From an optimization exercise on the open Yosys and OpenROAD flow, aimed at small area, a short achievable clock period and few clock cycles per item; shortcuts taken in it are not production practice. In this exercise RTL edits were held to simulation tests only and were not proved equivalent to the original. Power and IR drop assume default switching activity.

==> flow/design.v, too long to show whole: its modules and the start of the top module <==
// module Multiply: 16 lines
// module Multiply_booth: 11 lines
// module Mant_mul: 977 lines
// module Emission_rom: 115 lines
// module Transition_nz: 61 lines
// module Transition_rom: 190 lines
// module Viterbi: 286 lines
module Viterbi (clk, reset, in_valid, in_word, in_ready,
                out_valid, out_tag, out_last, error);
  // ...
==> flow/flow/run.sh <==
#!/bin/bash
# Own layout flow: the standard ORFS layout (standard.sh), with the timing
# repair steps (after floorplan, CTS and global route) aiming for a larger setup
# slack than 0 at the design's own clock period and constraints. If the
# finished layout comes within 3% of a max-slew or max-capacitance limit, the
# layout is made again with the next, smaller margin. Each attempt's make output
# is in flow_make_m<margin>.log and its ORFS logs and reports under
# orfs_m<margin>/ (the last attempt's stay in orfs/).
set -uo pipefail
MARGINS="16 15"
fits() {
  local r=orfs/reports/sky130hd/Viterbi/base/6_finish.rpt
  [[ -f $r && -f out/final.def ]] || return 1
  awk '
    /finish max_slew_check_slack_limit/ {getline; getline; s=$1}
    /finish max_capacitance_check_slack_limit/ {getline; getline; c=$1}
    END { exit !(s != "" && c != "" && s+0 >= 0.03 && c+0 >= 0.03) }' "$r"
}
last=""
for m in $MARGINS; do
  if [[ -n $last ]]; then
    mv orfs "orfs_m$last"
    rm -f out/final.def
  fi
  last=$m
  if bash standard.sh "SETUP_SLACK_MARGIN=$m" finish > "flow_make_m$m.log" 2>&1 && fits; then
    exit 0
  fi
done
[[ -f out/final.def ]]
==> flow/standard.sh <==
#!/bin/bash
# synth_recipe.tcl (not shown) runs the flow's synth.tcl, then flattens the netlist and writes it again
# the make line also repeats each setting of config.mk as NAME=value (left out here)
make -C /OpenROAD-flow-scripts/flow DESIGN_CONFIG=/design/flow/config.mk WORK_HOME=/design/flow/orfs CLKGATE_MAP_FILE= SYNTH_SCRIPT=/design/flow/synth_recipe.tcl "${@:-finish}"
==> flow/config.mk <==
export PLATFORM = sky130hd
export DESIGN_NAME = Viterbi
export DESIGN_NICKNAME = Viterbi
export VERILOG_FILES = /design/flow/design.v
export SDC_FILE = /design/flow/constraint.sdc
export NUM_CORES = 4
export LEC_CHECK = 0
export CAP_MARGIN = 50
export CORE_MARGIN = 2
export CORE_UTILIZATION = 40
export PLACE_DENSITY = 0.6
export SLEW_MARGIN = 75
export SYNTH_MEMORY_MAX_BITS = 16384
==> flow/constraint.sdc <==
create_clock -name core_clock -period 22.0 [get_ports {clk}]
set_input_delay 4.4000 -clock core_clock [delete_from_list [all_inputs] [get_ports {clk}]]
set_output_delay 4.4000 -clock core_clock [all_outputs]
set_load 0.01 [all_outputs]
==> run_summary.xml, run 1 <==
<?xml version="1.0" encoding="UTF-8"?>
<metrics>
  <group name="status">
    <metric name="result_of_the_run" unit="">timing/DRC/antenna clean</metric>
  </group>
  <group name="synthesis">
    <metric name="synth-compound-area-share" unit="%">15.73</metric>
    <metric name="share_of_flip_flops_with_an_asynchronous_set_or_reset" unit="%">0</metric>
    <metric name="synthesis.area_per_instance" unit="µm²">9.785</metric>
    <metric name="ys_seq_area_share" unit="%">36.59</metric>
    <metric name="synth_top_area_share" unit="%">33.60</metric>
  </group>
  <group name="pwr">
    <metric name="power.leakage" unit="nW">21.23</metric>
    <metric name="total_power" unit="W">0.007445</metric>
    <metric name="powerDensity" unit="nW/µm²">139.4</metric>
    <metric name="vdd_drop_max" unit="V">0.0002639</metric>
  </group>
  <group name="route">
    <metric name="dr.first_iter.drc_count" unit="">4637</metric>
    <metric name="drc" unit="">0</metric>
    <metric name="vias" unit="">39164</metric>
    <metric name="avgRoutedWirePerCell" unit="µm">33.94</metric>
    <metric name="postRouteAntennaNets" unit="">0</metric>
  </group>
  <group name="sta">
    <metric name="post-route-worst-setup-slack" unit="ns">15.75</metric>
    <metric name="rsz0062_at_grt" unit="">yes</metric>
    <metric name="maxSlewHeadroom" unit="%">72.42</metric>
    <metric name="timing.setup.tns" unit="ns">0</metric>
    <metric name="post-route-min-period" unit="ns">6.255</metric>
    <metric name="layout_worst_path_cycle_share" unit="%">28.43</metric>
  </group>
  <group name="min_path">
    <metric name="min_to" unit="">sa0[0][0]</metric>
    <metric name="worst_hold_path_type" unit="">register to register</metric>
  </group>
  <group name="die">
    <metric name="die-height" unit="µm">331.5</metric>
    <metric name="floorplan.initialDensity" unit="%">40.18</metric>
    <metric name="dieArea" unit="µm²">109900</metric>
  </group>
  <group name="final_layout">
    <metric name="fillers" unit="">9691</metric>
    <metric name="area_added_between_synthesis_and_finish" unit="%">24.48</metric>
    <metric name="final-seq-area" unit="µm²">15730</metric>
  </group>
  <group name="critical_path">
    <metric name="setup.worst_path.end_class" unit="">register</metric>
    <metric name="crit_path_end" unit="">d1[15]</metric>
    <metric name="r2r_setup_slack" unit="ns">15.75</metric>
    <metric name="cpLargestDelayFamily" unit="">adder cells</metric>
    <metric name="critical_path.max_stage_delay" unit="ns">0.53</metric>
    <metric name="req_time_crit_path" unit="ns">22.41</metric>
  </group>
  <group name="global_routing">
    <metric name="use_met2" unit="%">59.56</metric>
    <metric name="grt_pass1_vias" unit="">38899</metric>
    <metric name="grt_max_degree" unit="">55</metric>
    <metric name="track_usage" unit="%">37.37</metric>
    <metric name="antenna_found_initial" unit="">9</metric>
  </group>
  <group name="placed_design">
    <metric name="hpwl" unit="µm">161300</metric>
  </group>
  <group name="cts">
    <metric name="cts_bufs_inserted" unit="">60</metric>
  </group>
  <group name="run">
    <metric name="max_cap_violations" unit="">0</metric>
  </group>
</metrics>
Testbench counts, summed over its fixed seeds: cycles 4,834, words 3,918.
==> inputs of run 2 (changes only) <==
==> flow/flow/run.sh (replaced) <==
#!/bin/bash
# Own layout flow: the standard ORFS layout (standard.sh) at the design's
# own clock period and constraints, with two changes in how it is made:
#  - the port buffers that buffer_ports inserts on every input and output are
#    sky130_fd_sc_hd__buf_4 instead of the library's delay buffer, and
#  - the timing repair steps (after floorplan, CTS and global route) aim for a
#    setup slack larger than 0.
# If the finished layout comes within 3% of a max-slew or max-capacitance
# limit, it is made again with the next, smaller repair margin. Each attempt's
# make output is in flow_make_m<margin>.log, and its ORFS logs and reports are
# under orfs_m<margin>/ (the last attempt's stay in orfs/).
set -uo pipefail
MARGINS="16.3 16 15"
PORTBUF="BUFFER_PORTS_ARGS=-buffer_cell sky130_fd_sc_hd__buf_4"
fits() {
  local r=orfs/reports/sky130hd/Viterbi/base/6_finish.rpt
  [[ -f $r && -f out/final.def ]] || return 1
  awk '
    /finish max_slew_check_slack_limit/ {getline; getline; s=$1}
    /finish max_capacitance_check_slack_limit/ {getline; getline; c=$1}
    END { exit !(s != "" && c != "" && s+0 >= 0.03 && c+0 >= 0.03) }' "$r"
}
last=""
for m in $MARGINS; do
  if [[ -n $last ]]; then
    mv orfs "orfs_m$last"
    rm -f out/final.def
  fi
  last=$m
  if bash standard.sh "$PORTBUF" "SETUP_SLACK_MARGIN=$m" finish > "flow_make_m$m.log" 2>&1 && fits; then
    exit 0
  fi
done
[[ -f out/final.def ]]
--- a/flow/config.mk
+++ b/flow/config.mk
@@ -6,8 +6,8 @@
 export NUM_CORES = 4
 export LEC_CHECK = 0
-export CAP_MARGIN = 50
+export CAP_MARGIN = 20
 export CORE_MARGIN = 2
 export CORE_UTILIZATION = 40
 export PLACE_DENSITY = 0.6
-export SLEW_MARGIN = 75
+export SLEW_MARGIN = 20
 export SYNTH_MEMORY_MAX_BITS = 16384
==> run 2 against run 1 <==
  * Routed wire length is 0.37% higher
  * Power is 8.1% lower
  * Clock-buffer cell count is 8 higher
  * Highest routed layer unchanged
  * Cell area is 8.0% lower
  * Clock skew hardly changed
  * Sequential power is 4% higher
  * Clock power is 7% lower
==> run_summary.xml, run 2 <==
<?xml version="1.0" encoding="UTF-8"?>
<metrics>
  <group name="status">
    <metric name="result_of_the_run" unit="">timing/DRC/antenna clean</metric>
  </group>
  <group name="placed_design">
    <metric name="setup_slack_at_placement" unit="ns">15.19</metric>
    <metric name="hpwl" unit="µm">156300</metric>
    <metric name="detailed_place.area" unit="µm²">44820</metric>
    <metric name="gp_routability_congestion" unit="">1.084</metric>
    <metric name="port_buffers" unit="">18</metric>
  </group>
  <group name="synthesis">
    <metric name="synth_warnings" unit="">4</metric>
    <metric name="synthesis.area_per_instance" unit="µm²">9.785</metric>
    <metric name="synth_top_area_share" unit="%">33.60</metric>
    <metric name="share_of_flip_flops_with_an_asynchronous_set_or_reset" unit="%">0</metric>
    <metric name="prevailing_post_synth_register_cell" unit="">edfxtp_1</metric>
    <metric name="netlist.top_cell.by_area" unit="">edfxtp_1</metric>
    <metric name="ys_seq_area_share" unit="%">36.59</metric>
    <metric name="ys_types" unit="">101</metric>
    <metric name="synth.most_common_cell" unit="">edfxtp_1</metric>
    <metric name="ys_top_cells_by_area" unit="">edfxtp_1, fa_1, ha_1</metric>
    <metric name="synth_commonest_cells" unit="">edfxtp_1, inv_1, nand2_1</metric>
    <metric name="postSynthRegisterBits" unit="">544</metric>
    <metric name="syn_nets" unit="">4782</metric>
    <metric name="syn-cell-area" unit="µm²">42900</metric>
    <metric name="synth-edff-count" unit="">480</metric>
    <metric name="synth_instances" unit="">4384</metric>
  </group>
  <group name="pwr">
    <metric name="combinationalPowerShare" unit="%">66.2</metric>
    <metric name="total_power" unit="W">0.006843</metric>
    <metric name="vdd_drop_max" unit="V">0.0002717</metric>
    <metric name="power_switching_share" unit="%">45.58</metric>
    <metric name="power.internal" unit="W">0.003724</metric>
    <metric name="pwr-share-seq" unit="%">19.8</metric>
    <metric name="power.leakage" unit="nW">19.57</metric>
    <metric name="power_switching" unit="W">0.003119</metric>
    <metric name="powerDensity" unit="nW/µm²">139.3</metric>
    <metric name="pwr-share-clk" unit="%">13.9</metric>
  </group>
  <group name="cts">
    <metric name="cts_bufs_inserted" unit="">60</metric>
    <metric name="numClockSinks" unit="">544</metric>
    <metric name="clk_root_buffer_cell" unit="">clkbuf_16</metric>
    <metric name="cts_tree" unit="">built</metric>
    <metric name="clock_insertion_delay_worst_skew" unit="ns">0.69</metric>
    <metric name="clk_pin_slew_worst_paths" unit="ns">0.06</metric>
    <metric name="htreeDepth" unit="">2</metric>
    <metric name="cts_hold_repair.buffers" unit="">0</metric>
    <metric name="clockBufferDepth" unit="">3</metric>
  </group>
  <group name="sta">
    <metric name="pin_slew_with_the_least_headroom_to_its_limit" unit="ns">1.219</metric>
    <metric name="setup_violations" unit="">0</metric>
    <metric name="rsz0062_at_grt" unit="">yes</metric>
    <metric name="maxSlewHeadroom" unit="%">17.98</metric>
    <metric name="timing.setup.tns" unit="ns">0</metric>
    <metric name="post-route-worst-setup-slack" unit="ns">15.73</metric>
    <metric name="fin_clk_skew" unit="ns">0.08058</metric>
    <metric name="layout_worst_path_cycle_share" unit="%">28.51</metric>
    <metric name="post-route-min-period" unit="ns">6.272</metric>
    <metric name="worst_hold_slack" unit="ns">0.4160</metric>
    <metric name="drv_slew" unit="">0</metric>
    <metric name="fmax" unit="MHz">159.4</metric>
    <metric name="hold_viol" unit="">0</metric>
  </group>
  <group name="die">
    <metric name="ports" unit="">19</metric>
    <metric name="die-height" unit="µm">331.5</metric>
    <metric name="core.rowCount" unit="">120</metric>
    <metric name="floorplan.initialDensity" unit="%">40.18</metric>
    <metric name="dieArea" unit="µm²">109900</metric>
    <metric name="coreArea" unit="µm²">106800</metric>
    <metric name="die_w" unit="µm">331.5</metric>
  </group>
  <group name="final_layout">
    <metric name="design_area" unit="µm²">49130</metric>
    <metric name="area_added_between_synthesis_and_finish" unit="%">14.53</metric>
    <metric name="reg.largest.list" unit="">eb0 (64), eb1 (64), sa0 (64)</metric>
    <metric name="final_nets" unit="">4850</metric>
    <metric name="fillers" unit="">10130</metric>
    <metric name="drive_above_1_share" unit="%">15.10</metric>
    <metric name="layout_commonest_cell" unit="">edfxtp_1</metric>
    <metric name="most-common-layout-cells" unit="">edfxtp_1, inv_1, nand2_1, buf_4, nor2_1</metric>
  </group>
  <group name="global_routing">
    <metric name="grt_max_degree" unit="">67</metric>
    <metric name="antenna_found_initial" unit="">11</metric>
    <metric name="grt_pass1_wl" unit="µm">294300</metric>
    <metric name="grt_pass1_vias" unit="">37429</metric>
    <metric name="track_usage" unit="%">37.56</metric>
    <metric name="grt_overflow" unit="">0</metric>
  </group>
  <group name="route">
    <metric name="dr.first_iter.drc_count" unit="">5108</metric>
    <metric name="postRouteAntennaNets" unit="">0</metric>
    <metric name="routed_wl" unit="µm">210200</metric>
    <metric name="firstDrtPassIters" unit="">10</metric>
    <metric name="drc" unit="">0</metric>
    <metric name="routed_via_density" unit="">6.469</metric>
    <metric name="vias" unit="">38228</metric>
    <metric name="avgRoutedWirePerCell" unit="µm">35.57</metric>
  </group>
  <group name="critical_path">
    <metric name="req_time_crit_path" unit="ns">22.32</metric>
    <metric name="arrival_worst_endpoint" unit="ns">6.60</metric>
    <metric name="setup.worst_path.end_class" unit="">register</metric>
    <metric name="cp_max_fo" unit="">5</metric>
    <metric name="worstSetupPathType" unit="">register to register</metric>
    <metric name="worstSetupStartpointType" unit="">register</metric>
  </group>
  <group name="run">
    <metric name="max_cap_violations" unit="">0</metric>
  </group>
  <group name="min_path">
    <metric name="worst_hold_path_type" unit="">register to register</metric>
  </group>
</metrics>
[run 2: cell counts after synthesis]
Identical to the previous run, type by type.
[run 2: power by group through the flow]
stage	registers (W)	clock network, W	logic [W]
6_report	0.00136	0.000955	0.00453
5_1_grt	0.00136	0.00101	0.00483
4_1_cts	0.00136	0.000970	0.00379
3_5_place_dp	0.00141	0	0.00313
3_3_place_gp	0.00140	0	0.00312
2_1_floorplan	0.00129	0	0.00226
[run 2: layer usage]
metal  GRT usage [%]  share of wire (%)  routed length (µm)  up-vias
li1                -                  -                   -    16154
met1           47.77                 39               81760    19156
met2           58.79                 45               93980     2323
met3           7.086                8.3               17480      591
met4           24.20                8.1               16960        4
met5               0              0.011                  24        -
[run 2: path summary, 6_finish.rpt]
path	from	to	slack (ns)	cells past startpoint
worst min register to register	r_n[0]	p0_n[0]	0.42	0
worst max register to register	p0_bdn[4]	acc[22]	15.73	21
worst min-delay path	r_n[0]	p0_n[0]	0.42	0
worst max-delay path	p0_bdn[4]	acc[22]	15.73	21
[run 2: worst max-delay path, cell delays in order (launching register included)]
cell and delay (ns):
edfxtp_1 0.46, buf_6 0.16, o22ai_4 0.19, xor2_2 0.19
fa_2 0.51, inv_2 0.08, fa_2 0.43, fa_2 0.35
fa_1 0.48, fa_1 0.53, ha_4 0.22, and3_4 0.18
and2_4 0.13, a221o_1 0.35, a221oi_4 0.42, a21oi_4 0.12
o21ai_4 0.23, a21oi_4 0.13, a41oi_2 0.26, a21oi_2 0.11
xnor2_2 0.27, o22ai_2 0.14
[run 2: what timing repair did]
action	CTS	global route
hold endpoints to repair	0	0
gates cloned	5	0
gates resized for setup	127	66
buffers inserted	110	46
endpoints found under the setup margin	114	111
pin swaps	38	42
[run 2: cell type report]
| type | count | area (µm²) | area share, % |
|---|---|---|---|
| sequential | 544 | 15740 | 32.03 |
| multi-input combinational | 3161 | 25540 | 51.99 |
| clock inverter | 30 | 257.7 | 0.5246 |
| tap | 1403 | 1755 | 3.573 |
| antenna | 9 | 22.52 | 0.04584 |
| timing repair buffer | 321 | 2844 | 5.788 |
| inverter | 364 | 1376 | 2.801 |
| clock buffer | 77 | 1595 | 3.247 |
[run 2: through the flow]
step,utilization (%),instances
after floorplan,-,4384
after global placement,41.96,5632
after detailed placement,41.99,5632
after CTS,45.33,5854
after global routing,46.01,5901
final,46.02,5909
[run 2: logic make-up (layout without fill, tap and decap cells)]
kind of cell,Yosys count,count (layout),share of synthesized area [%]
AOI/OAI and AO/OA,994,994,15.73
xor gates and xnor gates,343,343,7.003
adders and majority gates,387,387,15.65
buffers and inverters,679,792,6.288
DFF,544,544,36.59
muxes,117,117,2.885
other,0,9,0
and+or+nand+nor,1320,1320,15.86
==> inputs of run 3 (changes only) <==
--- a/flow/flow/run.sh
+++ b/flow/flow/run.sh
@@ -11,5 +11,5 @@
 # under orfs_m<margin>/ (the last attempt's stay in orfs/).
 set -uo pipefail
-MARGINS="16.3 16 15"
+MARGINS="16 15"
 PORTBUF="BUFFER_PORTS_ARGS=-buffer_cell sky130_fd_sc_hd__buf_4"
 fits() {
--- a/flow/config.mk
+++ b/flow/config.mk
@@ -8,6 +8,6 @@
 export CAP_MARGIN = 20
 export CORE_MARGIN = 2
-export CORE_UTILIZATION = 40
-export PLACE_DENSITY = 0.6
+export CORE_UTILIZATION = 50
+export PLACE_DENSITY = 0.7
 export SLEW_MARGIN = 20
 export SYNTH_MEMORY_MAX_BITS = 16384
==> run 3 against run 2 <==
  * Still clean on timing, DRC and antenna
  * Clock power is 6% higher
  * Global-route usage is 5.9 points higher
  * Non-clock buffer count is 13 lower
  * Worst setup slack worse by 0.27 ns
  * First-iteration DRC count is 23% higher
  * Largest cell class unchanged
==> run_summary.xml, run 3 <==
<?xml version="1.0" encoding="UTF-8"?>
<metrics>
  <group name="status">
    <metric name="result_of_the_run" unit="">timing/DRC/antenna clean</metric>
  </group>
  <group name="sta">
    <metric name="fin_clk_skew" unit="ns">0.04610</metric>
    <metric name="post-route-worst-setup-slack" unit="ns">15.45</metric>
    <metric name="post-route-min-period" unit="ns">6.545</metric>
    <metric name="timing.setup.tns" unit="ns">0</metric>
    <metric name="fmax" unit="MHz">152.8</metric>
    <metric name="pin_slew_with_the_least_headroom_to_its_limit" unit="ns">1.246</metric>
    <metric name="hold_viol" unit="">0</metric>
    <metric name="rsz0062_at_grt" unit="">yes</metric>
    <metric name="layout_worst_path_cycle_share" unit="%">29.75</metric>
    <metric name="maxSlewHeadroom" unit="%">16.26</metric>
    <metric name="setup_violations" unit="">0</metric>
    <metric name="drv_slew" unit="">0</metric>
  </group>
  <group name="route">
    <metric name="dr.first_iter.drc_count" unit="">6301</metric>
    <metric name="routed_via_density" unit="">7.084</metric>
    <metric name="drc" unit="">0</metric>
    <metric name="routed_wl" unit="µm">197400</metric>
    <metric name="firstDrtPassIters" unit="">7</metric>
    <metric name="postRouteAntennaNets" unit="">0</metric>
    <metric name="avgRoutedWirePerCell" unit="µm">35.02</metric>
    <metric name="vias" unit="">39940</metric>
  </group>
  <group name="global_routing">
    <metric name="globalRoute.busiestLayer" unit="">met2</metric>
    <metric name="antenna_found_initial" unit="">18</metric>
    <metric name="grt_overflow" unit="">0</metric>
    <metric name="use_met2" unit="%">65.98</metric>
    <metric name="grt_pass1_wl" unit="µm">278100</metric>
    <metric name="grtUsageMet3" unit="%">11.82</metric>
    <metric name="use_met1" unit="%">53.25</metric>
    <metric name="grt_max_degree" unit="">70</metric>
    <metric name="track_usage" unit="%">43.43</metric>
    <metric name="grt_pass1_vias" unit="">38386</metric>
  </group>
  <group name="cts">
    <metric name="numClockSinks" unit="">544</metric>
    <metric name="clockBufferDepth" unit="">3</metric>
    <metric name="clk_root_buffer_cell" unit="">clkbuf_16</metric>
    <metric name="htreeDepth" unit="">2</metric>
    <metric name="cts_tree" unit="">built</metric>
    <metric name="clock_insertion_delay_worst_skew" unit="ns">0.65</metric>
    <metric name="cts_bufs_inserted" unit="">56</metric>
    <metric name="clk_pin_slew_worst_paths" unit="ns">0.06</metric>
  </group>
  <group name="min_path">
    <metric name="min_to" unit="">p0_a0[0]</metric>
    <metric name="timing.hold.worst.start" unit="">r_a0[0]</metric>
    <metric name="min_path_cells" unit="">0</metric>
    <metric name="worst_hold_path_type" unit="">register to register</metric>
  </group>
  <group name="synthesis">
    <metric name="ys_types" unit="">101</metric>
    <metric name="ys_seq_area_share" unit="%">36.59</metric>
    <metric name="synth.most_common_cell" unit="">edfxtp_1</metric>
    <metric name="ys_top_cells_by_area" unit="">edfxtp_1, fa_1, ha_1</metric>
    <metric name="prevailing_post_synth_register_cell" unit="">edfxtp_1</metric>
    <metric name="synth_commonest_cells" unit="">edfxtp_1, inv_1, nand2_1</metric>
    <metric name="syn_nets" unit="">4782</metric>
    <metric name="share_of_flip_flops_with_an_asynchronous_set_or_reset" unit="%">0</metric>
    <metric name="synth_instances" unit="">4384</metric>
    <metric name="syn-cell-area" unit="µm²">42900</metric>
    <metric name="postSynthRegisterBits" unit="">544</metric>
    <metric name="synthesis.area_per_instance" unit="µm²">9.785</metric>
    <metric name="synth_top_area_share" unit="%">33.60</metric>
    <metric name="synth_warnings" unit="">4</metric>
    <metric name="netlist.top_cell.by_area" unit="">edfxtp_1</metric>
    <metric name="synth-edff-count" unit="">480</metric>
  </group>
  <group name="critical_path">
    <metric name="path_cells" unit="">o21ai_0 -&gt; xnor2_1 -&gt; ha_1 -&gt; inv_1 -&gt; ha_1 -&gt; inv_1 -&gt; fa_1 -&gt; fa_1 -&gt; fa_1 -&gt; fa_2 -&gt; ha_4 -&gt; nand4_1 -&gt; or3_1 -&gt; a21oi_2 -&gt; o21ai_2 -&gt; a21oi_4 -&gt; a41oi_4 -&gt; a21oi_2 -&gt; xor2_2 -&gt; o2bb2ai_2</metric>
    <metric name="critical_path.reg2reg.endpoint" unit="">d0[21]</metric>
    <metric name="timing.reg2reg.worst_path_depth" unit="">20</metric>
    <metric name="crit_slowest_cell" unit="">xnor2_1</metric>
    <metric name="cpLargestDelayFamily" unit="">adder cells</metric>
    <metric name="r2r_setup_slack" unit="ns">15.45</metric>
    <metric name="cp_max_fo" unit="">25</metric>
    <metric name="worstSetupStartpointType" unit="">register</metric>
    <metric name="arrival_worst_endpoint" unit="ns">7.00</metric>
    <metric name="req_time_crit_path" unit="ns">22.45</metric>
    <metric name="critical_path.max_stage_delay" unit="ns">0.56</metric>
    <metric name="worstSetupPathType" unit="">register to register</metric>
    <metric name="setup.worst_path.end_class" unit="">register</metric>
    <metric name="regToRegStartpoint" unit="">p0_xn[22]</metric>
    <metric name="path_buf_inv" unit="">2</metric>
    <metric name="critical-path-top-cell-by-count" unit="">fa_1</metric>
  </group>
  <group name="die">
    <metric name="dieArea" unit="µm²">88150</metric>
    <metric name="floorplan.initialDensity" unit="%">50.38</metric>
    <metric name="die_w" unit="µm">296.9</metric>
    <metric name="die-height" unit="µm">296.9</metric>
    <metric name="coreArea" unit="µm²">85150</metric>
    <metric name="ports" unit="">19</metric>
    <metric name="core.rowCount" unit="">107</metric>
  </group>
  <group name="pwr">
    <metric name="powerDensity" unit="nW/µm²">140.2</metric>
    <metric name="total_power" unit="W">0.006843</metric>
    <metric name="power.leakage" unit="nW">19.55</metric>
    <metric name="vdd_drop_max" unit="V">0.0002479</metric>
  </group>
  <group name="final_layout">
    <metric name="final-seq-area" unit="µm²">15740</metric>
    <metric name="final_nets" unit="">4834</metric>
    <metric name="area_added_between_synthesis_and_finish" unit="%">13.80</metric>
    <metric name="most-common-layout-cells" unit="">edfxtp_1, inv_1, nand2_1, nor2_1, buf_4</metric>
    <metric name="design_area" unit="µm²">48820</metric>
    <metric name="layout_commonest_cell" unit="">edfxtp_1</metric>
    <metric name="multiInputGateArea" unit="µm²">25500</metric>
    <metric name="fillers" unit="">7070</metric>
    <metric name="reg.largest.list" unit="">eb0 (64), eb1 (64), sa0 (64)</metric>
    <metric name="drive_above_1_share" unit="%">14.97</metric>
  </group>
  <group name="placed_design">
    <metric name="gp_routability_congestion" unit="">1.151</metric>
    <metric name="port_buffers" unit="">18</metric>
    <metric name="setup_slack_at_placement" unit="ns">14.88</metric>
    <metric name="hpwl" unit="µm">139300</metric>
    <metric name="detailed_place.area" unit="µm²">44270</metric>
  </group>
  <group name="run">
    <metric name="max_cap_violations" unit="">0</metric>
  </group>
</metrics>
-- run 3: where the power goes --
group          leakage (nW)  internal [W]  switching (W)
Sequential             5.02       0.00124       0.000114
Combinational          13.6       0.00184        0.00265
Clock                 0.954      0.000583       0.000422
Total                  19.6       0.00366        0.00318
-- run 3: what timing repair did --
action | in CTS | in global routing
gates cloned | 3 | 1
hold buffers | 0 | 0
pin swaps | 33 | 45
setup buffers | 116 | 43
resized for setup | 101 | 102
setup endpoints to repair | 102 | 116
-- run 3: how the worst max path moves through the flow --
stage / start / to / slack (ns) / cells after the start
5_1_grt: p0_xn[22] / d0[21] / 15.32 / 20
4_1_cts: p0_xn[13] / d0[21] / 16.00 / 23
3_5_place_dp: p0_xn[22] / acc[21] / 14.88 / 18
6_report: p0_xn[22] / d0[21] / 15.45 / 20
2_1_floorplan: p0_bdn[1] / acc[16] / 16.02 / 21
3_3_place_gp: p0_xn[14] / acc[22] / 14.97 / 20
-- run 3: kinds of logic (layout without fill, tap and decap cells) --
family                     Yosys count  after routing  synth area share (%)
xor gates and xnor gates           343            343                 7.003
buffers and inverters              679            777                 6.288
muxes                              117            117                 2.885
and+or+nand+nor                   1320           1321                 15.86
other                                0             11                     0
AOI/OAI and AO/OA                  994            994                 15.73
adders and majority gates          387            387                 15.65
DFF                                544            544                 36.59
-- run 3: cell type report --
cell class	count	area share, %
Timing Repair Buffer	308	5.662
Clock inverter	33	0.8689
Inverter	364	2.824
Multi-Input combinational cell	3162	52.25
Antenna cell	11	0.05639
Sequential cell	544	32.25
Tap cell	1144	2.932
Clock buffer	72	3.160
-- run 3: worst reg2reg max path: stages (launching register included) --
cell	delay, ns
dfxtp_4	0.54
o21ai_0	0.25
xnor2_1	0.56
ha_1	0.34
inv_1	0.07
ha_1	0.20
inv_1	0.07
fa_1	0.44
fa_1	0.42
fa_1	0.56
fa_2	0.41
ha_4	0.34
nand4_1	0.18
or3_1	0.44
a21oi_2	0.24
o21ai_2	0.15
a21oi_4	0.35
a41oi_4	0.19
a21oi_2	0.19
xor2_2	0.28
o2bb2ai_2	0.16
-- run 3: stage by stage --
| stage | utilization (%) | instances | hold WS (ns) |
|---|---|---|---|
| final | 57.33 | 5638 | 0.4180 |
| after floorplan | - | 4384 | 0.4003 |
| after CTS | 56.18 | 5579 | 0.4191 |
| after global placement | 51.96 | 5354 | 0.4009 |
| after detailed placement | 51.99 | 5355 | 0.4045 |
| after global routing | 57.30 | 5627 | 0.4205 |
-- run 3: metal layers --
metal	routed length, µm	part of all wire, %	up-vias
met2	85110	43	3284
met3	23570	12	1072
met5	113	0.057	-
li1	-	-	16127
met1	68780	35	19439
met4	19870	10	18

==> afterwards: timing with drivers on the ports <==
Ports are ideal in the flow. The routed layouts listed here were re-timed in OpenROAD. Step 1 (the two cells are an assumption about what drives the block):
set clk [get_ports {clk}]
set_driving_cell -lib_cell sky130_fd_sc_hd__clkbuf_16 $clk
set_driving_cell -lib_cell sky130_fd_sc_hd__buf_2 [delete_from_list [all_inputs] $clk]
Step 2 also shifts input and output timing later by t, the mid clock arrival at the registers, as if the neighbouring blocks saw the same clock. Three values: ideal ports, drivers, drivers and shift; two values: the first two.
run | t (ns) | setup WS [ns] | worst setup path at the end | worst slew at a driven data input, ns
run 1 | 0.718 | 15.745 / 15.745 / 15.738 | input to register | 0.04
run 2 | 0.717 | 15.728 / 15.728 / 15.728 | register to register | 0.05
run 3 | 0.690 | 15.455 / 15.455 / 15.455 | register to register | 0.04
After both steps setup and hold are still met in every run listed. For run 1, which loses most, drivers alone change the setup slack by 0.000 ns; drivers and shift together by -0.007 ns.
